Background: an optimization exercise with open tools, aiming at small area, a short achievable clock period and few clock cycles. Do not read the settings as production practice. The RTL was checked by simulation tests, not by an equivalence proof against the original design.

<file path="flow/config.mk">
export PLATFORM = sky130hd
export DESIGN_NAME = mult1
export DESIGN_NICKNAME = mult1
export VERILOG_FILES = /design/flow/design.v
export SDC_FILE = /design/flow/constraint.sdc
export NUM_CORES = 4
export LEC_CHECK = 0
export CAP_MARGIN = 20
export CORE_MARGIN = 2
export CORE_UTILIZATION = 65
export SETUP_SLACK_MARGIN = 2.3
export SLEW_MARGIN = 20
export SYNTH_HIERARCHICAL = 1
export SYNTH_MINIMUM_KEEP_SIZE = 0
</file>
<file path="flow/constraint.sdc">
create_clock -name core_clock -period 5.0 [get_ports {clk}]
set_input_delay 1.0000 -clock core_clock [delete_from_list [all_inputs] [get_ports {clk}]]
set_output_delay 1.0000 -clock core_clock [all_outputs]
set_load 0.01 [all_outputs]
</file>
<file path="flow/design.v">
`timescale 1 ns / 100 ps
module mult1_fa(a, b, ci, s, co);
	input a, b, ci;
	output s, co;
	assign s  = a ^ b ^ ci;
	assign co = (a & b) | (a & ci) | (b & ci);
endmodule
module mult1_ha(a, b, s, co);
	input a, b;
	output s, co;
	assign s  = a ^ b;
	assign co = a & b;
endmodule
module mult1_ha1(a, b, s, co);
	input a, b;
	output s, co;
	assign s  = ~(a ^ b);
	assign co = a | b;
endmodule
module mult1_row(a, one, two, neg, r);
	input [31:0] a;
	input one, two, neg;
	output [33:0] r;
	wire [32:0] m = ({1'b0, a} & {33{one}}) | ({a, 1'b0} & {33{two}});
	assign r = {~neg, m ^ {33{neg}}};
endmodule
module mult1_enc(b, one, two, neg);
	input [2:0] b;
	output one, two, neg;
	assign one = b[1] ^ b[0];
	assign two = (b[2] & ~b[1] & ~b[0]) | (~b[2] & b[1] & b[0]);
	assign neg = b[2];
endmodule
module mult1_add(a, b, ci, s, c8);
	input [39:0] a, b;
	input ci;
	output [39:0] s;
	output c8;
	wire [39:0] p0 = a ^ b;
	wire [39:0] g0 = a & b;
	wire gg1 = g0[1] | (p0[1] & g0[0]);
	wire pp1 = p0[1] & p0[0];
	wire gg2 = g0[3] | (p0[3] & g0[2]);
	wire pp2 = p0[3] & p0[2];
	wire gg3 = g0[5] | (p0[5] & g0[4]);
	wire pp3 = p0[5] & p0[4];
	wire gg4 = g0[7] | (p0[7] & g0[6]);
	wire pp4 = p0[7] & p0[6];
	wire gg5 = g0[9] | (p0[9] & g0[8]);
	wire pp5 = p0[9] & p0[8];
	wire gg6 = g0[11] | (p0[11] & g0[10]);
	wire pp6 = p0[11] & p0[10];
	wire gg7 = g0[13] | (p0[13] & g0[12]);
	wire pp7 = p0[13] & p0[12];
	wire gg8 = g0[15] | (p0[15] & g0[14]);
	wire pp8 = p0[15] & p0[14];
	wire gg9 = g0[17] | (p0[17] & g0[16]);
	wire pp9 = p0[17] & p0[16];
	wire gg10 = g0[19] | (p0[19] & g0[18]);
	wire pp10 = p0[19] & p0[18];
	wire gg11 = g0[21] | (p0[21] & g0[20]);
	wire pp11 = p0[21] & p0[20];
	wire gg12 = g0[23] | (p0[23] & g0[22]);
	wire pp12 = p0[23] & p0[22];
	wire gg13 = g0[25] | (p0[25] & g0[24]);
	wire pp13 = p0[25] & p0[24];
	wire gg14 = g0[27] | (p0[27] & g0[26]);
	wire pp14 = p0[27] & p0[26];
	wire gg15 = g0[29] | (p0[29] & g0[28]);
	wire pp15 = p0[29] & p0[28];
	wire gg16 = g0[31] | (p0[31] & g0[30]);
	wire pp16 = p0[31] & p0[30];
	wire gg17 = g0[33] | (p0[33] & g0[32]);
	wire pp17 = p0[33] & p0[32];
	wire gg18 = g0[35] | (p0[35] & g0[34]);
	wire pp18 = p0[35] & p0[34];
	wire gg19 = g0[37] | (p0[37] & g0[36]);
	wire pp19 = p0[37] & p0[36];
	wire gg20 = g0[39] | (p0[39] & g0[38]);
	wire pp20 = p0[39] & p0[38];
	wire gg21 = g0[2] | (p0[2] & gg1);
	wire pp21 = p0[2] & pp1;
	wire gg22 = gg2 | (pp2 & gg1);
	wire pp22 = pp2 & pp1;
	wire gg23 = g0[6] | (p0[6] & gg3);
	wire pp23 = p0[6] & pp3;
	wire gg24 = gg4 | (pp4 & gg3);
	wire pp24 = pp4 & pp3;
	wire gg25 = g0[10] | (p0[10] & gg5);
	wire pp25 = p0[10] & pp5;
	wire gg26 = gg6 | (pp6 & gg5);
	wire pp26 = pp6 & pp5;
	wire gg27 = g0[14] | (p0[14] & gg7);
	wire pp27 = p0[14] & pp7;
	wire gg28 = gg8 | (pp8 & gg7);
	wire pp28 = pp8 & pp7;
	wire gg29 = g0[18] | (p0[18] & gg9);
	wire pp29 = p0[18] & pp9;
	wire gg30 = gg10 | (pp10 & gg9);
	wire pp30 = pp10 & pp9;
	wire gg31 = g0[22] | (p0[22] & gg11);
	wire pp31 = p0[22] & pp11;
	wire gg32 = gg12 | (pp12 & gg11);
	wire pp32 = pp12 & pp11;
	wire gg33 = g0[26] | (p0[26] & gg13);
	wire pp33 = p0[26] & pp13;
	wire gg34 = gg14 | (pp14 & gg13);
	wire pp34 = pp14 & pp13;
	wire gg35 = g0[30] | (p0[30] & gg15);
	wire pp35 = p0[30] & pp15;
	wire gg36 = gg16 | (pp16 & gg15);
	wire pp36 = pp16 & pp15;
	wire gg37 = g0[34] | (p0[34] & gg17);
	wire pp37 = p0[34] & pp17;
	wire gg38 = gg18 | (pp18 & gg17);
	wire pp38 = pp18 & pp17;
	wire gg39 = g0[38] | (p0[38] & gg19);
	wire pp39 = p0[38] & pp19;
	wire gg40 = gg20 | (pp20 & gg19);
	wire pp40 = pp20 & pp19;
	wire gg41 = g0[4] | (p0[4] & gg22);
	wire pp41 = p0[4] & pp22;
	wire gg42 = gg3 | (pp3 & gg22);
	wire pp42 = pp3 & pp22;
	wire gg43 = gg23 | (pp23 & gg22);
	wire pp43 = pp23 & pp22;
	wire gg44 = gg24 | (pp24 & gg22);
	wire pp44 = pp24 & pp22;
	wire gg45 = g0[12] | (p0[12] & gg26);
	wire pp45 = p0[12] & pp26;
	wire gg46 = gg7 | (pp7 & gg26);
	wire pp46 = pp7 & pp26;
	wire gg47 = gg27 | (pp27 & gg26);
	wire pp47 = pp27 & pp26;
	wire gg48 = gg28 | (pp28 & gg26);
	wire pp48 = pp28 & pp26;
	wire gg49 = g0[20] | (p0[20] & gg30);
	wire pp49 = p0[20] & pp30;
	wire gg50 = gg11 | (pp11 & gg30);
	wire pp50 = pp11 & pp30;
	wire gg51 = gg31 | (pp31 & gg30);
	wire pp51 = pp31 & pp30;
	wire gg52 = gg32 | (pp32 & gg30);
	wire pp52 = pp32 & pp30;
	wire gg53 = g0[28] | (p0[28] & gg34);
	wire pp53 = p0[28] & pp34;
	wire gg54 = gg15 | (pp15 & gg34);
	wire pp54 = pp15 & pp34;
	wire gg55 = gg35 | (pp35 & gg34);
	wire pp55 = pp35 & pp34;
	wire gg56 = gg36 | (pp36 & gg34);
	wire pp56 = pp36 & pp34;
	wire gg57 = g0[36] | (p0[36] & gg38);
	wire pp57 = p0[36] & pp38;
	wire gg58 = gg19 | (pp19 & gg38);
	wire pp58 = pp19 & pp38;
	wire gg59 = gg39 | (pp39 & gg38);
	wire pp59 = pp39 & pp38;
	wire gg60 = gg40 | (pp40 & gg38);
	wire pp60 = pp40 & pp38;
	wire gg61 = g0[8] | (p0[8] & gg44);
	wire pp61 = p0[8] & pp44;
	wire gg62 = gg5 | (pp5 & gg44);
	wire pp62 = pp5 & pp44;
	wire gg63 = gg25 | (pp25 & gg44);
	wire pp63 = pp25 & pp44;
	wire gg64 = gg26 | (pp26 & gg44);
	wire pp64 = pp26 & pp44;
	wire gg65 = gg45 | (pp45 & gg44);
	wire pp65 = pp45 & pp44;
	wire gg66 = gg46 | (pp46 & gg44);
	wire pp66 = pp46 & pp44;
	wire gg67 = gg47 | (pp47 & gg44);
	wire pp67 = pp47 & pp44;
	wire gg68 = gg48 | (pp48 & gg44);
	wire pp68 = pp48 & pp44;
	wire gg69 = g0[24] | (p0[24] & gg52);
	wire pp69 = p0[24] & pp52;
	wire gg70 = gg13 | (pp13 & gg52);
	wire pp70 = pp13 & pp52;
	wire gg71 = gg33 | (pp33 & gg52);
	wire pp71 = pp33 & pp52;
	wire gg72 = gg34 | (pp34 & gg52);
	wire pp72 = pp34 & pp52;
	wire gg73 = gg53 | (pp53 & gg52);
	wire pp73 = pp53 & pp52;
	wire gg74 = gg54 | (pp54 & gg52);
	wire pp74 = pp54 & pp52;
	wire gg75 = gg55 | (pp55 & gg52);
	wire pp75 = pp55 & pp52;
	wire gg76 = gg56 | (pp56 & gg52);
	wire pp76 = pp56 & pp52;
	wire gg77 = g0[16] | (p0[16] & gg68);
	wire pp77 = p0[16] & pp68;
	wire gg78 = gg9 | (pp9 & gg68);
	wire pp78 = pp9 & pp68;
	wire gg79 = gg29 | (pp29 & gg68);
	wire pp79 = pp29 & pp68;
	wire gg80 = gg30 | (pp30 & gg68);
	wire pp80 = pp30 & pp68;
	wire gg81 = gg49 | (pp49 & gg68);
	wire pp81 = pp49 & pp68;
	wire gg82 = gg50 | (pp50 & gg68);
	wire pp82 = pp50 & pp68;
	wire gg83 = gg51 | (pp51 & gg68);
	wire pp83 = pp51 & pp68;
	wire gg84 = gg52 | (pp52 & gg68);
	wire pp84 = pp52 & pp68;
	wire gg85 = gg69 | (pp69 & gg68);
	wire pp85 = pp69 & pp68;
	wire gg86 = gg70 | (pp70 & gg68);
	wire pp86 = pp70 & pp68;
	wire gg87 = gg71 | (pp71 & gg68);
	wire pp87 = pp71 & pp68;
	wire gg88 = gg72 | (pp72 & gg68);
	wire pp88 = pp72 & pp68;
	wire gg89 = gg73 | (pp73 & gg68);
	wire pp89 = pp73 & pp68;
	wire gg90 = gg74 | (pp74 & gg68);
	wire pp90 = pp74 & pp68;
	wire gg91 = gg75 | (pp75 & gg68);
	wire pp91 = pp75 & pp68;
	wire gg92 = gg76 | (pp76 & gg68);
	wire pp92 = pp76 & pp68;
	wire gg93 = g0[32] | (p0[32] & gg92);
	wire pp93 = p0[32] & pp92;
	wire gg94 = gg17 | (pp17 & gg92);
	wire pp94 = pp17 & pp92;
	wire gg95 = gg37 | (pp37 & gg92);
	wire pp95 = pp37 & pp92;
	wire gg96 = gg38 | (pp38 & gg92);
	wire pp96 = pp38 & pp92;
	wire gg97 = gg57 | (pp57 & gg92);
	wire pp97 = pp57 & pp92;
	wire gg98 = gg58 | (pp58 & gg92);
	wire pp98 = pp58 & pp92;
	wire gg99 = gg59 | (pp59 & gg92);
	wire pp99 = pp59 & pp92;
	wire gg100 = gg60 | (pp60 & gg92);
	wire pp100 = pp60 & pp92;
	assign s = p0 ^ {(gg99 | (pp99 & ci)), (gg98 | (pp98 & ci)), (gg97 | (pp97 & ci)), (gg96 | (pp96 & ci)), (gg95 | (pp95 & ci)), (gg94 | (pp94 & ci)), (gg93 | (pp93 & ci)), (gg92 | (pp92 & ci)), (gg91 | (pp91 & ci)), (gg90 | (pp90 & ci)), (gg89 | (pp89 & ci)), (gg88 | (pp88 & ci)), (gg87 | (pp87 & ci)), (gg86 | (pp86 & ci)), (gg85 | (pp85 & ci)), (gg84 | (pp84 & ci)), (gg83 | (pp83 & ci)), (gg82 | (pp82 & ci)), (gg81 | (pp81 & ci)), (gg80 | (pp80 & ci)), (gg79 | (pp79 & ci)), (gg78 | (pp78 & ci)), (gg77 | (pp77 & ci)), (gg68 | (pp68 & ci)), (gg67 | (pp67 & ci)), (gg66 | (pp66 & ci)), (gg65 | (pp65 & ci)), (gg64 | (pp64 & ci)), (gg63 | (pp63 & ci)), (gg62 | (pp62 & ci)), (gg61 | (pp61 & ci)), (gg44 | (pp44 & ci)), (gg43 | (pp43 & ci)), (gg42 | (pp42 & ci)), (gg41 | (pp41 & ci)), (gg22 | (pp22 & ci)), (gg21 | (pp21 & ci)), (gg1 | (pp1 & ci)), (g0[0] | (p0[0] & ci)), ci};
	assign c8 = (gg44 | (pp44 & ci));
endmodule
module mult1(clk, rst, start, ack, multiplicand, multiplier, product, done);
	input clk;
	input rst;
	input start;
	input ack;
	input [31:0] multiplicand;
	input [31:0] multiplier;
	output [63:0] product;
	output done;
reg        idle_q;   
reg        iter_q;   
reg        fin_q;    
reg        done_q;   
reg        first_q;  
reg [1:0]  cnt;
reg [31:0] a_q;      
reg [31:0] b_q;      
reg [34:0] s_q;      
reg [33:0] c_q;      
reg [7:0]  sl_q;     
reg [7:0]  cl_q;     
reg        cy_q;     
reg        ng_q;     
assign done    = done_q;
assign product = {a_q, b_q};
wire last = (cnt == 2'd3);
wire [9:0] nb = idle_q ? {multiplier[9:2], 2'b00} : {b_q[17:16] & {2{cnt != 2'd2}}, b_q[15:9], 1'b0};
wire [3:0] one_d, two_d, neg_d;
mult1_enc e1 (.b(nb[3:1]), .one(one_d[0]), .two(two_d[0]), .neg(neg_d[0]));
mult1_enc e2 (.b(nb[5:3]), .one(one_d[1]), .two(two_d[1]), .neg(neg_d[1]));
mult1_enc e3 (.b(nb[7:5]), .one(one_d[2]), .two(two_d[2]), .neg(neg_d[2]));
mult1_enc e4 (.b(nb[9:7]), .one(one_d[3]), .two(two_d[3]), .neg(neg_d[3]));
reg [3:0] one_q, two_q, neg_q;
always @(posedge clk) begin
	one_q <= one_d;
	two_q <= two_d;
	neg_q <= neg_d;
end
wire neg1 = neg_q[0], neg2 = neg_q[1], neg3 = neg_q[2], neg4 = neg_q[3];
wire [33:0] r1, r2, r3, r4;
mult1_row w1 (.a(a_q), .one(one_q[0]), .two(two_q[0]), .neg(neg_q[0]), .r(r1));
mult1_row w2 (.a(a_q), .one(one_q[1]), .two(two_q[1]), .neg(neg_q[1]), .r(r2));
mult1_row w3 (.a(a_q), .one(one_q[2]), .two(two_q[2]), .neg(neg_q[2]), .r(r3));
mult1_row w4 (.a(a_q), .one(one_q[3]), .two(two_q[3]), .neg(neg_q[3]), .r(r4));
reg f0_q, f1_q, nf_q;
always @(posedge clk) begin
	f0_q <= idle_q & multiplier[0];
	f1_q <= idle_q & multiplier[1];
	nf_q <= ~idle_q;
end
wire [34:0] sx = {s_q[34] | ~nf_q, s_q[33:32] & {2{nf_q}}, (a_q & {32{f0_q}}) | (s_q[31:0] & {32{nf_q}})};
wire [33:0] cx = {c_q[33] & nf_q, (a_q & {32{f1_q}}) | (c_q[32:1] & {32{nf_q}}), c_q[0] & nf_q};
wire        n0 = ng_q & nf_q;
wire s1, k2, s3, k4, s5, k6, s7, k8, s9, k10, s11, k12, s13, k14, s15, k16, s17, k18, s19, k20, s21, k22, s23, k24, s25, k26, s27, k28, s29, k30, s31, k32, s33, k34, s35, k36, s37, k38, s39, k40, s41, k42, s43, k44, s45, k46, s47, k48, s49, k50, s51, k52, s53, k54, s55, k56, s57, k58, s59, k60, s61, k62, s63, k64, s65, k66, s67, k68, s69, k70, s71, k72, s73, k74, s75, k76, s77, k78, s79, k80, s81, k82, s83, k84, s85, k86, s87, k88, s89, k90, s91, k92, s93, k94, s95, k96, s97, k98, s99, k100, s101, k102, s103, k104, s105, k106, s107, k108, s109, k110, s111, k112, s113, k114, s115, k116, s117, k118, s119, k120, s121, k122, s123, k124, s125, k126, s127, k128, s129, k130, s131, k132, s133, k134, s135, k136, s137, k138, s139, k140, s141, k142, s143, k144, s145, k146, s147, k148, s149, k150, s151, k152, s153, k154, s155, k156, s157, k158, s159, k160, s161, k162, s163, k164, s165, k166, s167, k168, s169, k170, s171, k172, s173, k174, s175, k176, s177, k178, s179, k180, s181, k182, s183, k184, s185, k186, s187, k188, s189, k190, s191, k192, s193, k194, s195, k196, s197, k198, s199, k200, s201, k202, s203, k204, s205, k206, s207, k208, s209, k210, s211, k212, s213, k214, s215, k216, s217, k218, s219, k220, s221, k222, s223, k224, s225, k226, s227, k228, s229, k230, s231, k232, s233, k234, s235, k236, s237, k238, s239, k240, s241, k242, s243, k244, s245, k246, s247, k248, s249, k250, s251, k252, s253, k254, s255, k256, s257, k258, s259, k260, s261, k262, s263, k264, s265, k266, s267, k268, s269, k270, s271, k272, s273, k274, s275, k276, s277, k278, s279;
mult1_ha h2 (.a(neg2), .b(sx[4]), .s(s1), .co(k2));
mult1_ha h4 (.a(sx[5]), .b(cx[5]), .s(s3), .co(k4));
mult1_fa f6 (.a(neg3), .b(sx[6]), .ci(cx[6]), .s(s5), .co(k6));
mult1_ha h8 (.a(r1[4]), .b(r2[2]), .s(s7), .co(k8));
mult1_fa f10 (.a(sx[7]), .b(cx[7]), .ci(r1[5]), .s(s9), .co(k10));
mult1_ha h12 (.a(r2[3]), .b(r3[1]), .s(s11), .co(k12));
mult1_fa f14 (.a(sx[8]), .b(cx[8]), .ci(r1[6]), .s(s13), .co(k14));
mult1_fa f16 (.a(r2[4]), .b(r3[2]), .ci(r4[0]), .s(s15), .co(k16));
mult1_fa f18 (.a(sx[9]), .b(cx[9]), .ci(r1[7]), .s(s17), .co(k18));
mult1_fa f20 (.a(r2[5]), .b(r3[3]), .ci(r4[1]), .s(s19), .co(k20));
mult1_fa f22 (.a(sx[10]), .b(cx[10]), .ci(r1[8]), .s(s21), .co(k22));
mult1_fa f24 (.a(r2[6]), .b(r3[4]), .ci(r4[2]), .s(s23), .co(k24));
mult1_fa f26 (.a(sx[11]), .b(cx[11]), .ci(r1[9]), .s(s25), .co(k26));
mult1_fa f28 (.a(r2[7]), .b(r3[5]), .ci(r4[3]), .s(s27), .co(k28));
mult1_fa f30 (.a(sx[12]), .b(cx[12]), .ci(r1[10]), .s(s29), .co(k30));
mult1_fa f32 (.a(r2[8]), .b(r3[6]), .ci(r4[4]), .s(s31), .co(k32));
mult1_fa f34 (.a(sx[13]), .b(cx[13]), .ci(r1[11]), .s(s33), .co(k34));
mult1_fa f36 (.a(r2[9]), .b(r3[7]), .ci(r4[5]), .s(s35), .co(k36));
mult1_fa f38 (.a(sx[14]), .b(cx[14]), .ci(r1[12]), .s(s37), .co(k38));
mult1_fa f40 (.a(r2[10]), .b(r3[8]), .ci(r4[6]), .s(s39), .co(k40));
mult1_fa f42 (.a(sx[15]), .b(cx[15]), .ci(r1[13]), .s(s41), .co(k42));
mult1_fa f44 (.a(r2[11]), .b(r3[9]), .ci(r4[7]), .s(s43), .co(k44));
mult1_fa f46 (.a(sx[16]), .b(cx[16]), .ci(r1[14]), .s(s45), .co(k46));
mult1_fa f48 (.a(r2[12]), .b(r3[10]), .ci(r4[8]), .s(s47), .co(k48));
mult1_fa f50 (.a(sx[17]), .b(cx[17]), .ci(r1[15]), .s(s49), .co(k50));
mult1_fa f52 (.a(r2[13]), .b(r3[11]), .ci(r4[9]), .s(s51), .co(k52));
mult1_fa f54 (.a(sx[18]), .b(cx[18]), .ci(r1[16]), .s(s53), .co(k54));
mult1_fa f56 (.a(r2[14]), .b(r3[12]), .ci(r4[10]), .s(s55), .co(k56));
mult1_fa f58 (.a(sx[19]), .b(cx[19]), .ci(r1[17]), .s(s57), .co(k58));
mult1_fa f60 (.a(r2[15]), .b(r3[13]), .ci(r4[11]), .s(s59), .co(k60));
mult1_fa f62 (.a(sx[20]), .b(cx[20]), .ci(r1[18]), .s(s61), .co(k62));
mult1_fa f64 (.a(r2[16]), .b(r3[14]), .ci(r4[12]), .s(s63), .co(k64));
mult1_fa f66 (.a(sx[21]), .b(cx[21]), .ci(r1[19]), .s(s65), .co(k66));
mult1_fa f68 (.a(r2[17]), .b(r3[15]), .ci(r4[13]), .s(s67), .co(k68));
mult1_fa f70 (.a(sx[22]), .b(cx[22]), .ci(r1[20]), .s(s69), .co(k70));
mult1_fa f72 (.a(r2[18]), .b(r3[16]), .ci(r4[14]), .s(s71), .co(k72));
mult1_fa f74 (.a(sx[23]), .b(cx[23]), .ci(r1[21]), .s(s73), .co(k74));
mult1_fa f76 (.a(r2[19]), .b(r3[17]), .ci(r4[15]), .s(s75), .co(k76));
mult1_fa f78 (.a(sx[24]), .b(cx[24]), .ci(r1[22]), .s(s77), .co(k78));
mult1_fa f80 (.a(r2[20]), .b(r3[18]), .ci(r4[16]), .s(s79), .co(k80));
mult1_fa f82 (.a(sx[25]), .b(cx[25]), .ci(r1[23]), .s(s81), .co(k82));
mult1_fa f84 (.a(r2[21]), .b(r3[19]), .ci(r4[17]), .s(s83), .co(k84));
mult1_fa f86 (.a(sx[26]), .b(cx[26]), .ci(r1[24]), .s(s85), .co(k86));
mult1_fa f88 (.a(r2[22]), .b(r3[20]), .ci(r4[18]), .s(s87), .co(k88));
mult1_fa f90 (.a(sx[27]), .b(cx[27]), .ci(r1[25]), .s(s89), .co(k90));
mult1_fa f92 (.a(r2[23]), .b(r3[21]), .ci(r4[19]), .s(s91), .co(k92));
mult1_fa f94 (.a(sx[28]), .b(cx[28]), .ci(r1[26]), .s(s93), .co(k94));
mult1_fa f96 (.a(r2[24]), .b(r3[22]), .ci(r4[20]), .s(s95), .co(k96));
mult1_fa f98 (.a(sx[29]), .b(cx[29]), .ci(r1[27]), .s(s97), .co(k98));
mult1_fa f100 (.a(r2[25]), .b(r3[23]), .ci(r4[21]), .s(s99), .co(k100));
mult1_fa f102 (.a(sx[30]), .b(cx[30]), .ci(r1[28]), .s(s101), .co(k102));
mult1_fa f104 (.a(r2[26]), .b(r3[24]), .ci(r4[22]), .s(s103), .co(k104));
mult1_fa f106 (.a(sx[31]), .b(cx[31]), .ci(r1[29]), .s(s105), .co(k106));
mult1_fa f108 (.a(r2[27]), .b(r3[25]), .ci(r4[23]), .s(s107), .co(k108));
mult1_fa f110 (.a(sx[32]), .b(cx[32]), .ci(r1[30]), .s(s109), .co(k110));
mult1_fa f112 (.a(r2[28]), .b(r3[26]), .ci(r4[24]), .s(s111), .co(k112));
mult1_fa f114 (.a(sx[33]), .b(cx[33]), .ci(r1[31]), .s(s113), .co(k114));
mult1_fa f116 (.a(r2[29]), .b(r3[27]), .ci(r4[25]), .s(s115), .co(k116));
mult1_fa f118 (.a(sx[34]), .b(r1[32]), .ci(r2[30]), .s(s117), .co(k118));
mult1_ha1 g120 (.a(r3[28]), .b(r4[26]), .s(s119), .co(k120));
mult1_fa f122 (.a(r1[33]), .b(r2[31]), .ci(r3[29]), .s(s121), .co(k122));
mult1_ha h124 (.a(r2[32]), .b(r3[30]), .s(s123), .co(k124));
mult1_ha h126 (.a(neg1), .b(sx[2]), .s(s125), .co(k126));
mult1_ha h128 (.a(sx[3]), .b(cx[3]), .s(s127), .co(k128));
mult1_fa f130 (.a(cx[4]), .b(r1[2]), .ci(r2[0]), .s(s129), .co(k130));
mult1_fa f132 (.a(r1[3]), .b(r2[1]), .ci(k2), .s(s131), .co(k132));
mult1_fa f134 (.a(r3[0]), .b(k4), .ci(s5), .s(s133), .co(k134));
mult1_fa f136 (.a(k6), .b(k8), .ci(s11), .s(s135), .co(k136));
mult1_fa f138 (.a(k12), .b(k10), .ci(s13), .s(s137), .co(k138));
mult1_fa f140 (.a(k14), .b(s17), .ci(k16), .s(s139), .co(k140));
mult1_fa f142 (.a(k18), .b(s21), .ci(k20), .s(s141), .co(k142));
mult1_fa f144 (.a(k22), .b(s25), .ci(k24), .s(s143), .co(k144));
mult1_fa f146 (.a(k26), .b(s29), .ci(k28), .s(s145), .co(k146));
mult1_fa f148 (.a(k30), .b(s33), .ci(k32), .s(s147), .co(k148));
mult1_fa f150 (.a(k34), .b(s37), .ci(k36), .s(s149), .co(k150));
mult1_fa f152 (.a(k38), .b(s41), .ci(k40), .s(s151), .co(k152));
mult1_fa f154 (.a(k42), .b(s45), .ci(k44), .s(s153), .co(k154));
mult1_fa f156 (.a(k46), .b(s49), .ci(k48), .s(s155), .co(k156));
mult1_fa f158 (.a(k50), .b(s53), .ci(k52), .s(s157), .co(k158));
mult1_fa f160 (.a(k54), .b(s57), .ci(k56), .s(s159), .co(k160));
mult1_fa f162 (.a(k58), .b(s61), .ci(k60), .s(s161), .co(k162));
mult1_fa f164 (.a(k62), .b(s65), .ci(k64), .s(s163), .co(k164));
mult1_fa f166 (.a(k66), .b(s69), .ci(k68), .s(s165), .co(k166));
mult1_fa f168 (.a(k70), .b(s73), .ci(k72), .s(s167), .co(k168));
mult1_fa f170 (.a(k74), .b(s77), .ci(k76), .s(s169), .co(k170));
mult1_fa f172 (.a(k78), .b(s81), .ci(k80), .s(s171), .co(k172));
mult1_fa f174 (.a(k82), .b(s85), .ci(k84), .s(s173), .co(k174));
mult1_fa f176 (.a(k86), .b(s89), .ci(k88), .s(s175), .co(k176));
mult1_fa f178 (.a(k90), .b(s93), .ci(k92), .s(s177), .co(k178));
mult1_fa f180 (.a(k94), .b(s97), .ci(k96), .s(s179), .co(k180));
mult1_fa f182 (.a(k98), .b(s101), .ci(k100), .s(s181), .co(k182));
mult1_fa f184 (.a(k102), .b(s105), .ci(k104), .s(s183), .co(k184));
mult1_fa f186 (.a(k106), .b(s109), .ci(k108), .s(s185), .co(k186));
mult1_fa f188 (.a(k110), .b(s113), .ci(k112), .s(s187), .co(k188));
mult1_fa f190 (.a(k114), .b(s117), .ci(s119), .s(s189), .co(k190));
mult1_fa f192 (.a(r4[27]), .b(k118), .ci(k120), .s(s191), .co(k192));
mult1_fa f194 (.a(r4[28]), .b(s123), .ci(k122), .s(s193), .co(k194));
mult1_fa f196 (.a(r2[33]), .b(r3[31]), .ci(r4[29]), .s(s195), .co(k196));
mult1_ha h198 (.a(r3[32]), .b(r4[30]), .s(s197), .co(k198));
mult1_ha h200 (.a(n0), .b(sx[0]), .s(s199), .co(k200));
mult1_ha h202 (.a(sx[1]), .b(cx[1]), .s(s201), .co(k202));
mult1_fa f204 (.a(cx[2]), .b(r1[0]), .ci(s125), .s(s203), .co(k204));
mult1_fa f206 (.a(r1[1]), .b(k126), .ci(s127), .s(s205), .co(k206));
mult1_fa f208 (.a(k128), .b(s1), .ci(s129), .s(s207), .co(k208));
mult1_fa f210 (.a(s3), .b(k130), .ci(s131), .s(s209), .co(k210));
mult1_fa f212 (.a(s7), .b(k132), .ci(s133), .s(s211), .co(k212));
mult1_fa f214 (.a(s9), .b(k134), .ci(s135), .s(s213), .co(k214));
mult1_fa f216 (.a(s15), .b(k136), .ci(s137), .s(s215), .co(k216));
mult1_fa f218 (.a(s19), .b(k138), .ci(s139), .s(s217), .co(k218));
mult1_fa f220 (.a(s23), .b(k140), .ci(s141), .s(s219), .co(k220));
mult1_fa f222 (.a(s27), .b(k142), .ci(s143), .s(s221), .co(k222));
mult1_fa f224 (.a(s31), .b(k144), .ci(s145), .s(s223), .co(k224));
mult1_fa f226 (.a(s35), .b(k146), .ci(s147), .s(s225), .co(k226));
mult1_fa f228 (.a(s39), .b(k148), .ci(s149), .s(s227), .co(k228));
mult1_fa f230 (.a(s43), .b(k150), .ci(s151), .s(s229), .co(k230));
mult1_fa f232 (.a(s47), .b(k152), .ci(s153), .s(s231), .co(k232));
mult1_fa f234 (.a(s51), .b(k154), .ci(s155), .s(s233), .co(k234));
mult1_fa f236 (.a(s55), .b(k156), .ci(s157), .s(s235), .co(k236));
mult1_fa f238 (.a(s59), .b(k158), .ci(s159), .s(s237), .co(k238));
mult1_fa f240 (.a(s63), .b(k160), .ci(s161), .s(s239), .co(k240));
mult1_fa f242 (.a(s67), .b(k162), .ci(s163), .s(s241), .co(k242));
mult1_fa f244 (.a(s71), .b(k164), .ci(s165), .s(s243), .co(k244));
mult1_fa f246 (.a(s75), .b(k166), .ci(s167), .s(s245), .co(k246));
mult1_fa f248 (.a(s79), .b(k168), .ci(s169), .s(s247), .co(k248));
mult1_fa f250 (.a(s83), .b(k170), .ci(s171), .s(s249), .co(k250));
mult1_fa f252 (.a(s87), .b(k172), .ci(s173), .s(s251), .co(k252));
mult1_fa f254 (.a(s91), .b(k174), .ci(s175), .s(s253), .co(k254));
mult1_fa f256 (.a(s95), .b(k176), .ci(s177), .s(s255), .co(k256));
mult1_fa f258 (.a(s99), .b(k178), .ci(s179), .s(s257), .co(k258));
mult1_fa f260 (.a(s103), .b(k180), .ci(s181), .s(s259), .co(k260));
mult1_fa f262 (.a(s107), .b(k182), .ci(s183), .s(s261), .co(k262));
mult1_fa f264 (.a(s111), .b(k184), .ci(s185), .s(s263), .co(k264));
mult1_fa f266 (.a(s115), .b(k186), .ci(s187), .s(s265), .co(k266));
mult1_fa f268 (.a(k116), .b(k188), .ci(s189), .s(s267), .co(k268));
mult1_fa f270 (.a(s121), .b(k190), .ci(s191), .s(s269), .co(k270));
mult1_ha1 g272 (.a(s193), .b(k192), .s(s271), .co(k272));
mult1_fa f274 (.a(k124), .b(s195), .ci(k194), .s(s273), .co(k274));
mult1_ha1 g276 (.a(s197), .b(k196), .s(s275), .co(k276));
mult1_fa f278 (.a(r3[33]), .b(r4[31]), .ci(k198), .s(s277), .co(k278));
assign s279 = ~r4[32];
wire [42:0] st = {1'b0, r4[32], k278, k276, k274, k272, k270, k268, k266, k264, k262, k260, k258, k256, k254, k252, k250, k248, k246, k244, k242, k240, k238, k236, k234, k232, k230, k228, k226, k224, k222, k220, k218, k216, k214, k212, k210, k208, k206, k204, k202, k200, s199};
wire [42:0] ct = {1'b0, r4[33], s279, s277, s275, s273, s271, s269, s267, s265, s263, s261, s259, s257, s255, s253, s251, s249, s247, s245, s243, s241, s239, s237, s235, s233, s231, s229, s227, s225, s223, s221, s219, s217, s215, s213, s211, s209, s207, s205, s203, s201, cx[0]};
wire [39:0] sum;
wire        lo8;
mult1_add ad (.a({s_q[31:0], sl_q}), .b({c_q[31:0], cl_q}), .ci(cy_q), .s(sum), .c8(lo8));
wire [8:0]  lo  = {lo8, sum[7:0]};
wire a_nz = |multiplicand;
wire b_nz = |multiplier;
always @(posedge clk or posedge rst)
	if (rst) begin
		idle_q  <= 1'b1;
		iter_q  <= 1'b0;
		fin_q   <= 1'b0;
		done_q  <= 1'b0;
		first_q <= 1'b1;
		cnt     <= 2'd0;
	end else begin
		idle_q  <= (idle_q & ~start) | (done_q & ack);
		iter_q  <= (idle_q & start & a_nz & b_nz) | (iter_q & ~last);
		fin_q   <= iter_q & last;
		done_q  <= fin_q | (idle_q & start & ~(a_nz & b_nz)) | (done_q & ~ack);
		first_q <= idle_q;
		cnt     <= iter_q ? cnt + 2'd1 : 2'd0;
	end
always @(posedge clk) begin
	s_q  <= st[42:8];
	c_q  <= ct[41:8];
	sl_q <= st[7:0];
	cl_q <= ct[7:0];
	cy_q <= lo[8] & ~first_q;
	ng_q <= neg4;
end
always @(posedge clk)
	if (idle_q) begin
		a_q <= multiplicand & {32{b_nz}};
		b_q <= multiplier & {32{a_nz}};
	end else if (iter_q | fin_q) begin
		b_q <= {lo[7:0], b_q[31:8]};
		if (fin_q)
			a_q <= sum[39:8];
	end
endmodule
</file>
<file path="flow/flow/run.sh">
#!/bin/bash
# The standard layout (standard.sh: the ORFS synthesis and flow), with two changes:
# the port buffers that ORFS's buffer_ports inserts are the small sky130_fd_sc_hd__buf_1
# instead of the delay-cell buffer it picks by default (every port still gets a buffer),
# and clock tree synthesis adds no dummy load cells at the leaves.
set -euo pipefail
export BUFFER_PORTS_ARGS="-buffer_cell sky130_fd_sc_hd__buf_1"
export CTS_ARGS="-sink_clustering_enable -repair_clock_nets -dont_use_dummy_load -buf_list {sky130_fd_sc_hd__clkbuf_4 sky130_fd_sc_hd__clkbuf_8}"
bash standard.sh finish > standard.log 2>&1
</file>
<file path="flow/standard.sh">
#!/bin/bash
# synth_recipe.tcl (not shown) runs the flow's synth.tcl, then flattens the netlist and writes it again
# the make line also repeats each setting of config.mk as NAME=value (left out here)
make -C /OpenROAD-flow-scripts/flow DESIGN_CONFIG=/design/flow/config.mk WORK_HOME=/design/flow/orfs CLKGATE_MAP_FILE= SYNTH_SCRIPT=/design/flow/synth_recipe.tcl "${@:-finish}"
</file>
==> impl_metrics.toml, run 1 <==
[sta]
tns_ns = 0
hold_viol_final = 0
setup-violations-final = 0
fmax_mhz = 367
worstMarginPinSlew_ns = 0.988
slew_headroom = 0.340
clock_skew_ns = 0.0364
drv_slew = 0
period_needed_ns = 2.73
rsz0062_at_grt = "true"
fin_crit_sh = 0.546

[clock_tree]
clkTransAtPathRegs_ns = 0.09
clockRootBuffer = "clkbuf_8"
cts_made_buffers = 17
htree_levels = 4
cts_hold_buffers = 0
cts_tree = "done"
clock_sinks = 172
clock_latency_ns = 0.47
clk_path_buf_depth = 2

[global_route]
grt_max_degree = 69
use_met3 = 0.0790
overflow = 0
gr-usage-all-layers = 0.350
grt_pass1_wl_um = 54300
grt_util_met1 = 0.478
use_met2 = 0.565
first_global_vias = 9648
antenna_found_initial = 0
busiest_layer = "met2"

[layout]
final_common_cell = "xnor2_1"
area_delta_synth_final_pct = 10.5
final_cell_mix = "xnor2_1 (153), buf_1 (132), fa_1 (127)"
diodes = 0
drive_gt1_frac = 0.103
fin_cells = 1538
fin_nets = 1524

[critical_path]
end_kind = "flip-flop"
crit_fanout = 9
critPathLaunchType = "flip-flop"
critPathKind = "flip-flop to flip-flop"
required_ns = 5.18
cp.arrival_ns = 2.91

[synthesis]
netlist_top_cells_area = "fa_1 (20%), dfxtp_1 (16%), edfxtp_1 (15%)"
ys_seq_area_frac = 0.320
syn_area_per_cell_um2 = 11.2
synth_cells = 1146
synth-seq-cells = 172
async_flop_share = 0.0407
synth_edf_count = 64
ys_types = 55
netlist.area_leader.share = 0.197
ys.warnings.count = 7
syn-cell-area_um2 = 12900
synthFlopType = "dfxtp_1"
yosysTopAreaCell = "fa_1"
syn-num-nets = 1395

[flow_run]
max_cap_violations = 0

[placement]
dp.cells = 1476
routabilityCongestion = 0.937
port-buffer-count = 132
hpwl_um = 24400

[die]
start_util = 0.662
pin_count = 133
die_area_um2 = 21000
fp-row-count = 51
die_h_um = 145
core-area_um2 = 19500
die_width_um = 145

[status]
outcome = "timing/DRC/antenna clean"

[drt]
ant_nets = 0
vias = 9972
wl_per_cell_um = 23.8
routed_via_density = 6.48
drt-initial-drc-count = 997
drtPass1Iterations = 6
wirelength_um = 36700
drc_errors = 0

[hold_path]
hold_path_class = "input port to async pin"
==> worst max-delay path: stages (launching register included) <==
cell and delay, ns:
dfxtp_4 0.37, ha_4 0.25, a211oi_4 0.26, o21bai_2 0.10
a21oi_4 0.19, o31ai_4 0.08, buf_12 0.15, a32oi_4 0.36
o31ai_4 0.10, buf_12 0.16, a31oi_1 0.21, xnor2_1 0.09
o2bb2ai_1 0.12
==> stage by stage <==
step | utilization | worst slack, ns | cell area, µm² | hold slack [ns]
floorplan | - | 2.41 | 12900 | 0.326
global placement | 0.685 | 1.78 | 13300 | 0.446
detailed placement | 0.685 | 1.84 | 13300 | 0.449
CTS | 0.706 | 2.30 | 13700 | 0.427
global route | 0.732 | 2.20 | 14200 | 0.451
finish | 0.732 | 2.27 | 14200 | 0.438
==> final timing paths <==
check	startpoint	end	slack, ns	cells after the start
setup reg to reg	sl_q[0]	a_q[29]	2.27	12
max in group asynchronous	rst	first_q	4.27	2
hold / removal	rst	cnt[1]	0.44	2
setup / recovery	sl_q[0]	a_q[29]	2.27	12
min in group core_clock	cnt[0]	cnt[0]	0.46	1
hold reg to reg	cnt[0]	cnt[0]	0.46	1
==> synthesized netlist by cell type, types with 3 or more instances <==
library cell / number
clkbuf_4: 8
nor3_1: 3
fa_1: 127
a31oi_1: 4
a21oi_1: 24
a22o_1: 64
buf_4: 8
o21ai_1: 3
ha_1: 54
a22oi_1: 124
inv_1: 29
nand4_1: 8
and2_1: 6
o22ai_2: 4
o21bai_1: 5
dfxtp_1: 101
buf_2: 19
buf_1: 6
a21o_1: 13
nor2b_1: 6
o21a_1: 3
nand2_1: 103
xor2_1: 16
nand2b_1: 5
nor4_1: 16
o21ai_0: 17
xnor2_1: 153
a221oi_1: 3
edfxtp_1: 64
dfrtp_1: 5
clkbuf_1: 23
and3_1: 3
nand3_1: 6
buf_6: 15
nor2_1: 20
o2bb2ai_1: 55
==> cells by family after synthesis <==
logic type	count (synthesis)	synth area share
AO/OA/AOI/OAI	336	0.205
buffers and inverters	108	0.0467
AND/OR/NAND/NOR	180	0.0640
XOR/XNOR	169	0.115
flip-flops	172	0.320
adder cells (fa/ha/maj)	181	0.250
==> layer usage <==
layer,part of all wire,wire length [µm],vias up
met1,0.40,14700,4971
met2,0.48,17600,530
li1,-,-,4400
met4,0.026,946,0
met5,0,0,-
met3,0.092,3370,71
==> sequential cells by signal (all words and copies together), names as in the netlist, 2 cells and up <==
signal / count
c_q: 34
s_q: 34
a_q: 32
b_q: 32
cl_q: 8
sl_q: 8
neg_q: 4
one_q: 4
two_q: 4
cnt: 2
==> per-module statistics from Yosys, one instance, submodules excluded <==
module	copies in the design	cells	flops+latches
mult1_add	1	198	0
mult1	1	469	172
mult1_fa	126	1	0
mult1_ha	10	1	0
mult1_enc	4	5	0
mult1_row	4	77	0
mult1_ha1	3	5	0
==> layout make-up <==
type | count | area (µm²)
flip-flops and latches | 172 | 4180
clock buffers | 17 | 234
inverters | 29 | 109
repair buffers | 189 | 1000
fillers | 1422 | 5220
well taps | 265 | 332
multi-input cells | 866 | 8390
==> timing repair <==
action	in CTS	in global routing
setup buffers	6	39
setup endpoints to repair	82	40
gates resized for setup	27	30
pin swaps	7	10
Testbench counts, summed over its fixed seeds: cycles 3,299.
==> run 2: changes to the inputs <==
--- a/flow/config.mk
+++ b/flow/config.mk
@@ -7,8 +7,8 @@
 export LEC_CHECK = 0
 export CAP_MARGIN = 20
 export CORE_MARGIN = 2
-export CORE_UTILIZATION = 65
-export SETUP_SLACK_MARGIN = 2.3
+export CORE_UTILIZATION = 60
+export SETUP_SLACK_MARGIN = 2.2
 export SLEW_MARGIN = 20
 export SYNTH_HIERARCHICAL = 1
 export SYNTH_MINIMUM_KEEP_SIZE = 0
==> run 2 against run 1 <==
  * Register-to-register slack barely moved
  * Still clean on timing, DRC and antenna
  * Critical path type unchanged
  * Clock skew rose by 0.021 ns
  * Core utilization fell by 7.1 points
  * Hold slack improved by 0.0092 ns
  * Area after synthesis did not move
  * Highest routed layer unchanged
  * Non-clock buffer count fell by 30
  * Maximum frequency rose by 0.30%
  * Critical path depth did not move
  * Via count fell by 1.9%
  * Design area fell by 2.1%
  * Synthesized cell count did not move
==> impl_metrics.toml, run 2 <==
[drt]
drtPass1Iterations = 6
ant_nets = 0
routed_via_density = 6.44
wirelength_um = 36600
wl_per_cell_um = 24.1
drt-initial-drc-count = 977
drc_errors = 0
routed.top_layer = "met4"
wl_met3_um = 2770
wl_met2_um = 18100
vias = 9781
drt-met1-wl_um = 15000

[hold_path]
hold_path_class = "input port to async pin"

[sta]
slew_headroom = 0.322
fin_crit_sh = 0.544
rsz0062_at_grt = "true"
tns_ns = 0
worstMarginPinSlew_ns = 1.02
drv_slew = 0
period_needed_ns = 2.72
fmax_mhz = 368
clock_skew_ns = 0.0572
setup-violations-final = 0
hold_viol_final = 0

[synthesis]
ys_seq_area_frac = 0.320
synth_edf_count = 64
synth.most_common_cell = "xnor2_1"
ys.warnings.count = 7
syn-num-nets = 1395
synth-seq-cells = 172
syn-cell-area_um2 = 12900
yosysTopAreaCell = "fa_1"
async_flop_share = 0.0407
synth_common_cells = "xnor2_1 (153), fa_1 (127), a22oi_1 (124), nand2_1 (103), dfxtp_1 (101)"
synthFlopType = "dfxtp_1"
ys_types = 55
synth_cells = 1146
netlist_top_cells_area = "fa_1 (20%), dfxtp_1 (16%), edfxtp_1 (15%)"
syn_area_per_cell_um2 = 11.2
netlist.area_leader.share = 0.197

[status]
outcome = "timing/DRC/antenna clean"

[global_route]
first_global_vias = 9692
grt_pass1_wl_um = 55600
grt_max_degree = 59
antenna_found_initial = 0
overflow = 0
gr-usage-all-layers = 0.330

[clock_tree]
clk_path_buf_depth = 2
clock_sinks = 172
clockRootBuffer = "clkbuf_8"
cts_tree = "done"
clock_latency_ns = 0.48
clkTransAtPathRegs_ns = 0.09
cts_made_buffers = 17
cts_hold_buffers = 0
htree_levels = 4

[layout]
final_common_cell = "xnor2_1"
final_cell_mix = "xnor2_1 (153), buf_1 (132), fa_1 (127)"
diodes = 0
drive_gt1_frac = 0.0740
seqCellArea_um2 = 4180
reg_top3 = "c_q (34), s_q (34)"
nFillCells = 1696
area_delta_synth_final_pct = 8.12
multi_input_area_um2 = 8340
fin_nets = 1495

[critical_path]
critPathKind = "flip-flop to flip-flop"
critPathLaunchType = "flip-flop"
end_kind = "flip-flop"
cp.arrival_ns = 3.03
required_ns = 5.31
crit_fanout = 9

[placement]
port-buffer-count = 132
hpwl_um = 25400
routabilityCongestion = 0.872

[die]
pin_count = 133
fp-row-count = 53
core-area_um2 = 21100
die_area_um2 = 22700
die_width_um = 151
die_h_um = 151
start_util = 0.611

[flow_run]
max_cap_violations = 0
## run 2: changes by cell type in the layout (fill, tap and decap cells not counted), sizes merged
cell,change
buf,-30
nor4,+1
## run 2: cells by family (layout without fill, tap and decap cells)
group / Yosys count / count (layout) / synth area share
fa+ha+maj: 181 / 181 / 0.250
buf+inv: 108 / 205 / 0.0467
compound gates: 336 / 336 / 0.205
simple gates: 180 / 181 / 0.0640
flops: 172 / 172 / 0.320
xor+xnor: 169 / 169 / 0.115
## run 2: modules after synthesis, one instance, submodules excluded
module,cells,flops+latches,cell area (µm²),times used
mult1,469,172,5990,1
mult1_add,198,0,1580,1
mult1_enc,5,0,38.8,4
mult1_fa,1,0,20.0,126
mult1_ha,1,0,12.5,10
mult1_ha1,5,0,27.5,3
mult1_row,77,0,609,4
## run 2: what timing repair did
item                       CTS  global route
setup endpoints to repair   77            62
gates cloned                 1             0
buffers inserted             4             4
gates resized for setup     20            29
pin swaps                    6             8
## run 2: final timing paths
kind                         start       to  slack [ns]  depth (start not counted)
setup / recovery           sl_q[5]  a_q[27]        2.28                         12
max in group asynchronous      rst  first_q        4.27                          2
hold / removal                 rst   done_q        0.45                          2
hold reg to reg             cnt[0]   cnt[0]        0.45                          1
min in group core_clock     cnt[0]   cnt[0]        0.45                          1
setup reg to reg           sl_q[5]  a_q[27]        2.28                         12
## run 2: critical path: stages (launching register included)
cell and delay (ns):
dfxtp_1 0.32, ha_1 0.34, a21oi_1 0.14, o21ai_1 0.11
a31oi_2 0.26, o31ai_4 0.12, buf_12 0.15, a32oi_4 0.35
o31ai_4 0.10, buf_12 0.16, a311o_1 0.34, nand3_1 0.08
o2bb2ai_1 0.11
## run 2: layer usage
metal | track usage | up-vias
li1 | - | 4362
met1 | 0.446 | 4924
met2 | 0.551 | 444
met3 | 0.0609 | 51
met4 | 0.0841 | 0
met5 | 0 | -
## run 2: area by class of cell
| type | count | area share |
|---|---|---|
| multi-input cells | 867 | 0.598 |
| flip-flops and latches | 172 | 0.300 |
| repair buffers | 159 | 0.0532 |
| well taps | 275 | 0.0247 |
| clock buffers | 17 | 0.0168 |
| inverters | 29 | 0.00781 |
## run 2: metrics by stage
| stage | setup WS [ns] | instance area, µm² | instances | util | hold slack [ns] |
|---|---|---|---|---|---|
| after detailed placement | 1.65 | 13400 | 1493 | 0.635 | 0.441 |
| final | 2.28 | 13900 | 1519 | 0.661 | 0.447 |
| after global routing | 2.19 | 13900 | 1519 | 0.661 | 0.441 |
| after CTS | 2.19 | 13800 | 1515 | 0.652 | 0.436 |
| after floorplan | 2.41 | 12900 | 1146 | - | 0.326 |
| after global placement | 1.74 | 13400 | 1493 | 0.635 | 0.437 |
==> run 3: changes to the inputs <==
--- a/flow/config.mk
+++ b/flow/config.mk
@@ -7,7 +7,8 @@
 export LEC_CHECK = 0
 export CAP_MARGIN = 20
 export CORE_MARGIN = 2
-export CORE_UTILIZATION = 60
+export CORE_UTILIZATION = 65
+export PLACE_DENSITY = 0.75
 export SETUP_SLACK_MARGIN = 2.2
 export SLEW_MARGIN = 20
 export SYNTH_HIERARCHICAL = 1
==> run 3 against run 2 <==
  * Routed wire length up 3.2%
  * Sequential share of layout area shrank 0.79 points
  * Critical path type unchanged
  * Non-clock buffer count up 25
  * Critical path depth increased by 1
  * Sequential cell count is the same
  * Count of clock-buffer cells in the layout did not move
==> impl_metrics.toml, run 3 <==
[drt]
vias = 10300
wirelength_um = 37700
routed_via_density = 6.71
drt-initial-drc-count = 1212
drc_errors = 0
routed.top_layer = "met4"
wl_met2_um = 18100
wl_met3_um = 3920
wl_per_cell_um = 24.6
ant_nets = 0
drtPass1Iterations = 6
drt-met1-wl_um = 14500

[synthesis]
synth_edf_count = 64
synth_common_cells = "xnor2_1 (153), fa_1 (127), a22oi_1 (124), nand2_1 (103), dfxtp_1 (101)"
synth.most_common_cell = "xnor2_1"
synth-seq-cells = 172
syn-num-nets = 1395
synthFlopType = "dfxtp_1"
syn-cell-area_um2 = 12900
netlist.area_leader.share = 0.197
syn_area_per_cell_um2 = 11.2
async_flop_share = 0.0407
netlist_top_cells_area = "fa_1 (20%), dfxtp_1 (16%), edfxtp_1 (15%)"
yosysTopAreaCell = "fa_1"
ys_types = 55
ys.warnings.count = 7
synth_cells = 1146
ys_seq_area_frac = 0.320

[sta]
worstMarginPinSlew_ns = 1.05
drv_slew = 0
setup-violations-final = 0
tns_ns = 0
hold_viol_final = 0
fin_crit_sh = 0.566
slew_headroom = 0.301
hold_slack_ns = 0.400
fin_ws_ns = 2.17
clock_skew_ns = 0.0515
fmax_mhz = 354
rsz0062_at_grt = "true"
period_needed_ns = 2.83

[placement]
routabilityCongestion = 0.891
port-buffer-count = 132
dp.cells = 1486
post-place-ws_ns = 1.41
hpwl_um = 24800

[layout]
fin_cells = 1534
diodes = 0
fin_util = 0.736
final_common_cell = "xnor2_1"
fin_nets = 1520
nFillCells = 1400
final_cell_mix = "xnor2_1 (153), buf_1 (132), fa_1 (127)"
reg_top3 = "c_q (34), s_q (34)"
area_delta_synth_final_pct = 11.1
drive_gt1_frac = 0.111

[clock_tree]
clock_sinks = 172
clkTransAtPathRegs_ns = 0.11
htree_levels = 4
clockRootBuffer = "clkbuf_8"
cts_hold_buffers = 0
cts_tree = "done"
cts_made_buffers = 17
clock_latency_ns = 0.48
clk_path_buf_depth = 2

[critical_path]
required_ns = 5.19
end_kind = "flip-flop"
critPathKind = "flip-flop to flip-flop"
crit_fanout = 7
cp.arrival_ns = 3.02
critPathLaunchType = "flip-flop"

[global_route]
overflow = 0
first_global_vias = 10100
gr-usage-all-layers = 0.358
grt_pass1_wl_um = 56200
grt_max_degree = 58
antenna_found_initial = 0

[status]
outcome = "timing/DRC/antenna clean"

[die]
die_width_um = 145
core-area_um2 = 19500
start_util = 0.662
fp-row-count = 51
die_area_um2 = 21000
pin_count = 133
die_h_um = 145

[hold_path]
hold_path_class = "input port to async pin"

[flow_run]
max_cap_violations = 0
[run 3: logic make-up (layout without fill, tap and decap cells)]
family                   Yosys count  in the layout  share of synthesized area
AO/OA/AOI/OAI                    336            336                      0.205
adder cells (fa/ha/maj)          181            181                      0.250
AND/OR/NAND/NOR                  180            181                     0.0640
flip-flops                       172            172                      0.320
XOR/XNOR                         169            169                      0.115
buffers and inverters            108            230                     0.0467
[run 3: layout make-up]
class	count	area, µm²	share of cell area
multi-input cells	867	8510	0.594
clock buffers	17	234	0.0163
flip-flops and latches	172	4180	0.292
well taps	265	332	0.0231
inverters	29	109	0.00760
repair buffers	184	968	0.0676
[run 3: Yosys stat by module, one instance, submodules excluded]
module	flops+latches	cells inside	copies in the design	cell area (µm²)
mult1_row	0	77	4	609
mult1_add	0	198	1	1580
mult1_ha1	0	5	3	27.5
mult1_enc	0	5	4	38.8
mult1_fa	0	1	126	20.0
mult1	172	469	1	5990
mult1_ha	0	1	10	12.5
[run 3: path summary, 6_finish.rpt]
kind	start	end	slack, ns	depth (start not counted)
worst min register to register	cnt[0]	cnt[0]	0.47	1
worst max register to register	s_q[10]	a_q[27]	2.17	13
min in group core_clock	cnt[0]	cnt[0]	0.47	1
worst min-delay path	rst	iter_q	0.40	2
worst max-delay path	s_q[10]	a_q[27]	2.17	13
max in group asynchronous	rst	first_q	4.33	2
[run 3: routing by layer]
layer,track usage,vias up
met3,0.0790,87
li1,-,4410
met2,0.557,632
met4,0.132,0
met5,0,-
met1,0.495,5168
[run 3: critical path: stages, from the launching register on]
cell and delay, ns:
dfxtp_1 0.35, ha_1 0.37, nand2_1 0.13, o21ai_2 0.22
a21oi_1 0.09, o21ai_2 0.25, a32oi_4 0.09, buf_12 0.17
o31ai_4 0.27, buf_12 0.16, buf_6 0.10, a311o_1 0.16
nand3_2 0.07, o2bb2ai_2 0.12
[run 3: timing repair]
action / in CTS / in global routing
buffers inserted: 9 / 21
gates cloned: 1 / 0
pin swaps: 7 / 20
setup endpoints to repair: 108 / 52
gates resized for setup: 24 / 54
[run 3: metrics by stage]
| step | area, µm² |
|---|---|
| after floorplan | 12900 |
| after global placement | 13400 |
| after detailed placement | 13400 |
| after CTS | 13800 |
| after global routing | 14300 |
| final | 14300 |
==> run 4: changes to the inputs <==
--- a/flow/config.mk
+++ b/flow/config.mk
@@ -8,7 +8,7 @@
 export CAP_MARGIN = 20
 export CORE_MARGIN = 2
 export CORE_UTILIZATION = 65
-export PLACE_DENSITY = 0.75
+export PLACE_DENSITY = 0.5
 export SETUP_SLACK_MARGIN = 2.2
 export SLEW_MARGIN = 20
 export SYNTH_HIERARCHICAL = 1
==> run 4 against run 3 <==
  * Still clean
  * Hold slack better by 0.045 ns
  * Sequential cell count stayed put
  * Register-to-register slack better by 0.09 ns
  * Routed wire length is 5.7% lower
  * Design area is 3.3% lower
  * Core utilization is 2.4 points lower
  * Worst setup slack better by 0.094 ns
  * Critical path type unchanged
==> impl_metrics.toml, run 4 <==
[critical_path]
reg2reg_slack_ns = 2.27
cp.arrival_ns = 3.03
critPathKind = "flip-flop to flip-flop"
cpMostUsedCell = "fa_1"
crit_cells = 5
slowest_delay_ns = 0.67
crit_path_end = "c_q[2]"
crit_chain = "buf_6, xnor2_1, fa_1, fa_1, fa_1"
end_kind = "flip-flop"
critPathLaunchType = "flip-flop"
crit_slowest_cell = "dfxtp_2"
r2r-end = "c_q[2]"
r2r_cells = 5
crit_buf_inv = 1
r2r-start = "neg_q[3]"
required_ns = 5.30
crit_fanout = 20
cpLargestDelayFamily = "adder cells"
worstSetupStartpoint = "neg_q[3]"

[die]
die_h_um = 145
core-area_um2 = 19500
die_area_um2 = 21000
pin_count = 133
fp-row-count = 51
start_util = 0.662
die_width_um = 145

[layout]
fin_cells = 1499
seqCellArea_um2 = 4180
multi_input_area_um2 = 8320
drive_gt1_frac = 0.0697
fin_nets = 1485
design_area_um2 = 13900
final_cell_mix = "xnor2_1 (153), buf_1 (132), fa_1 (127)"
diodes = 0
nFillCells = 1480
final_common_cell = "xnor2_1"
area_delta_synth_final_pct = 7.47
reg_top3 = "c_q (34), s_q (34)"

[drt]
vias = 9842
drt-initial-drc-count = 944
drtPass1Iterations = 5
drc_errors = 0
routed_via_density = 6.57
wirelength_um = 35600
ant_nets = 0
wl_per_cell_um = 23.7

[synthesis]
synth_cells = 1146
netlist_top_cells_area = "fa_1 (20%), dfxtp_1 (16%), edfxtp_1 (15%)"
syn_area_per_cell_um2 = 11.2
synth.most_common_cell = "xnor2_1"
synthFlopType = "dfxtp_1"
syn-cell-area_um2 = 12900
ys_seq_area_frac = 0.320
syn-num-nets = 1395
synth_common_cells = "xnor2_1 (153), fa_1 (127), a22oi_1 (124), nand2_1 (103), dfxtp_1 (101)"
ys_types = 55
ys.warnings.count = 7
synth_edf_count = 64
netlist.area_leader.share = 0.197
synth-seq-cells = 172
async_flop_share = 0.0407
yosysTopAreaCell = "fa_1"

[sta]
period_needed_ns = 2.73
clock_skew_ns = 0.0345
fin_ws_ns = 2.27
hold_viol_final = 0
tns_ns = 0
fin_crit_sh = 0.547
worstMarginPinSlew_ns = 0.983
setup-violations-final = 0
slew_headroom = 0.343
drv_slew = 0
fmax_mhz = 366
rsz0062_at_grt = "false"

[placement]
dp.cells = 1476
dpl_cell_area_um2 = 13300
port-buffer-count = 132
routabilityCongestion = 0.937
post-place-ws_ns = 1.84
hpwl_um = 24400

[clock_tree]
htree_levels = 4
cts_hold_buffers = 0
cts_made_buffers = 17
clk_path_buf_depth = 2
clockRootBuffer = "clkbuf_8"
clock_sinks = 172
cts_tree = "done"
clock_latency_ns = 0.46
clkTransAtPathRegs_ns = 0.09

[global_route]
overflow = 0
grt_pass1_wl_um = 54000
gr-usage-all-layers = 0.347
antenna_found_initial = 0
grt_max_degree = 69
first_global_vias = 9610

[flow_run]
max_cap_violations = 0

[status]
outcome = "timing/DRC/antenna clean"

[hold_path]
hold_path_class = "input port to async pin"
-- run 4: cell counts after synthesis --
Identical to the previous run, type by type.
-- run 4: timing repair --
action / CTS / global route
setup buffers: 3 / 3
gates resized for setup: 21 / 23
setup endpoints to repair: 77 / 21
pin swaps: 5 / 7
-- run 4: cell type report --
type / instances / share of cell area
tap: 265 / 0.0239
multi-input combinational: 866 / 0.601
inverter: 29 / 0.00786
sequential: 172 / 0.301
clock buffer: 17 / 0.0169
timing repair buffer: 150 / 0.0493
-- run 4: cells by family after synthesis --
family,after synthesis,share of synthesized area
buf+inv,108,0.0467
flops,172,0.320
xor+xnor,169,0.115
simple gates,180,0.0640
fa+ha+maj,181,0.250
compound gates,336,0.205
-- run 4: per-stage QoR --
step           hold slack [ns]  utilization
6_report                 0.445        0.712
3_3_place_gp             0.446        0.685
3_5_place_dp             0.449        0.685
2_1_floorplan            0.326            -
5_1_grt                  0.451        0.712
4_1_cts                  0.427        0.703
-- run 4: worst min-delay path by stage --
stage	end	slack, ns
final	cnt[1]	0.44
after global routing	cnt[1]	0.45
after CTS	cnt[0]	0.43
after detailed placement	cnt[0]	0.45
after global placement	cnt[0]	0.45
after floorplan	ng_q	0.33
-- run 4: Yosys stat by module (local to each module, per instance) --
module / area [µm²] / cells
mult1_fa: 20.0 / 1
mult1_ha1: 27.5 / 5
mult1_ha: 12.5 / 1
mult1_enc: 38.8 / 5
mult1_add: 1580 / 198
mult1_row: 609 / 77
mult1: 5990 / 469
-- run 4: per-layer routing --
layer / GRT usage / wire, µm
met5: 0 / 0
met4: 0.0945 / 994
met1: 0.469 / 14300
met3: 0.0862 / 3290
met2: 0.561 / 17000
==> run 5: changes to the inputs <==
--- a/flow/config.mk
+++ b/flow/config.mk
@@ -8,8 +8,8 @@
 export CAP_MARGIN = 20
 export CORE_MARGIN = 2
 export CORE_UTILIZATION = 65
-export PLACE_DENSITY = 0.5
 export SETUP_SLACK_MARGIN = 2.2
 export SLEW_MARGIN = 20
 export SYNTH_HIERARCHICAL = 1
 export SYNTH_MINIMUM_KEEP_SIZE = 0
+export TNS_END_PERCENT = 20
==> run 5 against run 4 <==
  * Non-clock buffer count is 1 lower
  * First-iteration DRC count is 3.8% higher
  * Routed wire length is 0.62% lower
  * Synthesized cell count stayed put
  * Register-to-register slack worse by 0.06 ns
  * Still clean
  * Die area stayed put
==> impl_metrics.toml, run 5 <==
[synthesis]
ys_seq_area_frac = 0.320
synth_cells = 1146
syn-cell-area_um2 = 12900
syn-num-nets = 1395
ys_types = 55
syn_area_per_cell_um2 = 11.2
synth_edf_count = 64
yosysTopAreaCell = "fa_1"
async_flop_share = 0.0407
synth_common_cells = "xnor2_1 (153), fa_1 (127), a22oi_1 (124), nand2_1 (103), dfxtp_1 (101)"
synthFlopType = "dfxtp_1"
netlist.area_leader.share = 0.197
netlist_top_cells_area = "fa_1 (20%), dfxtp_1 (16%), edfxtp_1 (15%)"
synth.most_common_cell = "xnor2_1"
ys.warnings.count = 7
synth-seq-cells = 172

[sta]
clock_skew_ns = 0.0356
drv_slew = 0
setup-violations-final = 0
period_needed_ns = 2.79
fmax_mhz = 359
worstMarginPinSlew_ns = 0.988
slew_headroom = 0.340
hold_slack_ns = 0.444
hold_viol_final = 0
tns_ns = 0
fin_crit_sh = 0.558
rsz0062_at_grt = "true"

[layout]
final_common_cell = "xnor2_1"
area_delta_synth_final_pct = 7.03
final_cell_mix = "xnor2_1 (153), buf_1 (132), fa_1 (127)"
nFillCells = 1489
diodes = 0
drive_gt1_frac = 0.0673
fin_util = 0.709
reg_top3 = "c_q (34), s_q (34)"
fin_nets = 1484

[global_route]
gr-usage-all-layers = 0.347
grt_pass1_wl_um = 54000
first_global_vias = 9610
antenna_found_initial = 0
overflow = 0
grt_max_degree = 69

[clock_tree]
cts_tree = "done"
htree_levels = 4
clock_sinks = 172
cts_hold_buffers = 0
clkTransAtPathRegs_ns = 0.10
cts_made_buffers = 17
clockRootBuffer = "clkbuf_8"
clock_latency_ns = 0.46
clk_path_buf_depth = 2

[hold_path]
hold_path_class = "input port to async pin"

[drt]
ant_nets = 0
vias = 9829
wl_per_cell_um = 23.6
wirelength_um = 35400
drtPass1Iterations = 6
drt-initial-drc-count = 980
drc_errors = 0
routed_via_density = 6.56

[status]
outcome = "timing/DRC/antenna clean"

[die]
pin_count = 133
die_width_um = 145
die_area_um2 = 21000
start_util = 0.662
fp-row-count = 51
core-area_um2 = 19500
die_h_um = 145

[critical_path]
critPathLaunchType = "flip-flop"
crit_fanout = 17
required_ns = 5.32
end_kind = "flip-flop"
critPathKind = "flip-flop to flip-flop"
cp.arrival_ns = 3.11

[placement]
routabilityCongestion = 0.937
hpwl_um = 24400
port-buffer-count = 132

[flow_run]
max_cap_violations = 0
[run 5: worst max-delay path, cell delays in order (launching register included)]
cell and delay (ns):
dfxtp_2 0.60, buf_4 0.34, a22o_1 0.23, fa_1 0.46, fa_1 0.56, fa_1 0.43
[run 5: cell type report]
type,instances,area (µm²),share of cell area
sequential,172,4170,0.302
timing repair buffer,149,652,0.0472
clock buffer,17,234,0.0170
multi-input combinational,866,8300,0.601
inverter,29,109,0.00789
tap,265,332,0.0240
[run 5: Yosys stat by module (local to each module, per instance)]
module     flip-flops and latches  times used  cell area (µm²)
mult1                         172           1             5990
mult1_add                       0           1             1580
mult1_enc                       0           4             38.8
mult1_fa                        0         126             20.0
mult1_ha                        0          10             12.5
mult1_ha1                       0           3             27.5
mult1_row                       0           4              609
[run 5: path summary, 6_finish.rpt]
kind | from | end | slack (ns) | depth (start not counted)
hold reg to reg | cnt[0] | cnt[0] | 0.46 | 1
max in group asynchronous | rst | first_q | 4.27 | 2
hold / removal | rst | cnt[1] | 0.44 | 2
setup reg to reg | f1_q | c_q[4] | 2.21 | 5
min in group core_clock | cnt[0] | cnt[0] | 0.46 | 1
setup / recovery | f1_q | c_q[4] | 2.21 | 5
[run 5: what timing repair did]
action / CTS / global route
endpoints found under the hold margin: 0 / 0
gates resized for setup: 20 / 19
endpoints found under the setup margin: 77 / 39
pin swaps: 5 / 7
buffers inserted: 3 / 2
[run 5: per-stage QoR]
stage,area [µm²],setup WS (ns),instances
floorplan,12900,2.41,1146
global placement,13300,1.78,1476
detailed placement,13300,1.84,1476
CTS,13700,2.18,1496
global route,13800,2.17,1498
finish,13800,2.21,1498
[run 5: cells by family (layout without fill, tap and decap cells)]
group / count (synthesis) / after routing / share of synthesized area
fa+ha+maj: 181 / 181 / 0.250
simple gates: 180 / 180 / 0.0640
xor+xnor: 169 / 169 / 0.115
buf+inv: 108 / 195 / 0.0467
flops: 172 / 172 / 0.320
compound gates: 336 / 336 / 0.205
[run 5: metal layers]
layer,wire length [µm],vias to the layer above,GRT usage
li1,-,4323,-
met1,14200,4927,0.469
met2,17000,509,0.561
met3,3190,70,0.0862
met4,937,0,0.0945
met5,0,-,0

-- separate check: timing with driven ports --
In the flow no input, the clock included, has a driving cell. The finished layouts below were timed again as built, in two steps.
Step 1 assumes that a clkbuf_16 drives the clock port and a buf_2 every other input.
Step 2 times the ports against the registers' clock, not the clock port: input delays grow and output delays shrink by t, the midpoint of the rising clock arrivals with the driver on.
Slacks: no drivers / after step 1 / after step 2; pairs: no drivers / after step 1.
run	t (ns)	slack for setup (ns)	latest minus earliest clock arrival (ns)	worst slew at a driven data input, ns	pins driven straight from the clock port
run 1	0.492	2.272 / 2.272 / 1.990	0.037 / 0.038	0.04	1
run 2	0.499	2.280 / 2.280 / 1.933	0.058 / 0.058	0.04	1
run 3	0.499	2.172 / 2.172 / 1.897	0.053 / 0.053	0.04	1
run 4	0.489	2.267 / 2.267 / 1.953	0.038 / 0.037	0.04	1
run 5	0.486	2.211 / 2.211 / 1.969	0.036 / 0.035	0.04	1
After both steps setup and hold are still met in every run listed. The setup slack of run 2, which loses most, moves by 0.000 ns with the drivers and by -0.347 ns with both steps.
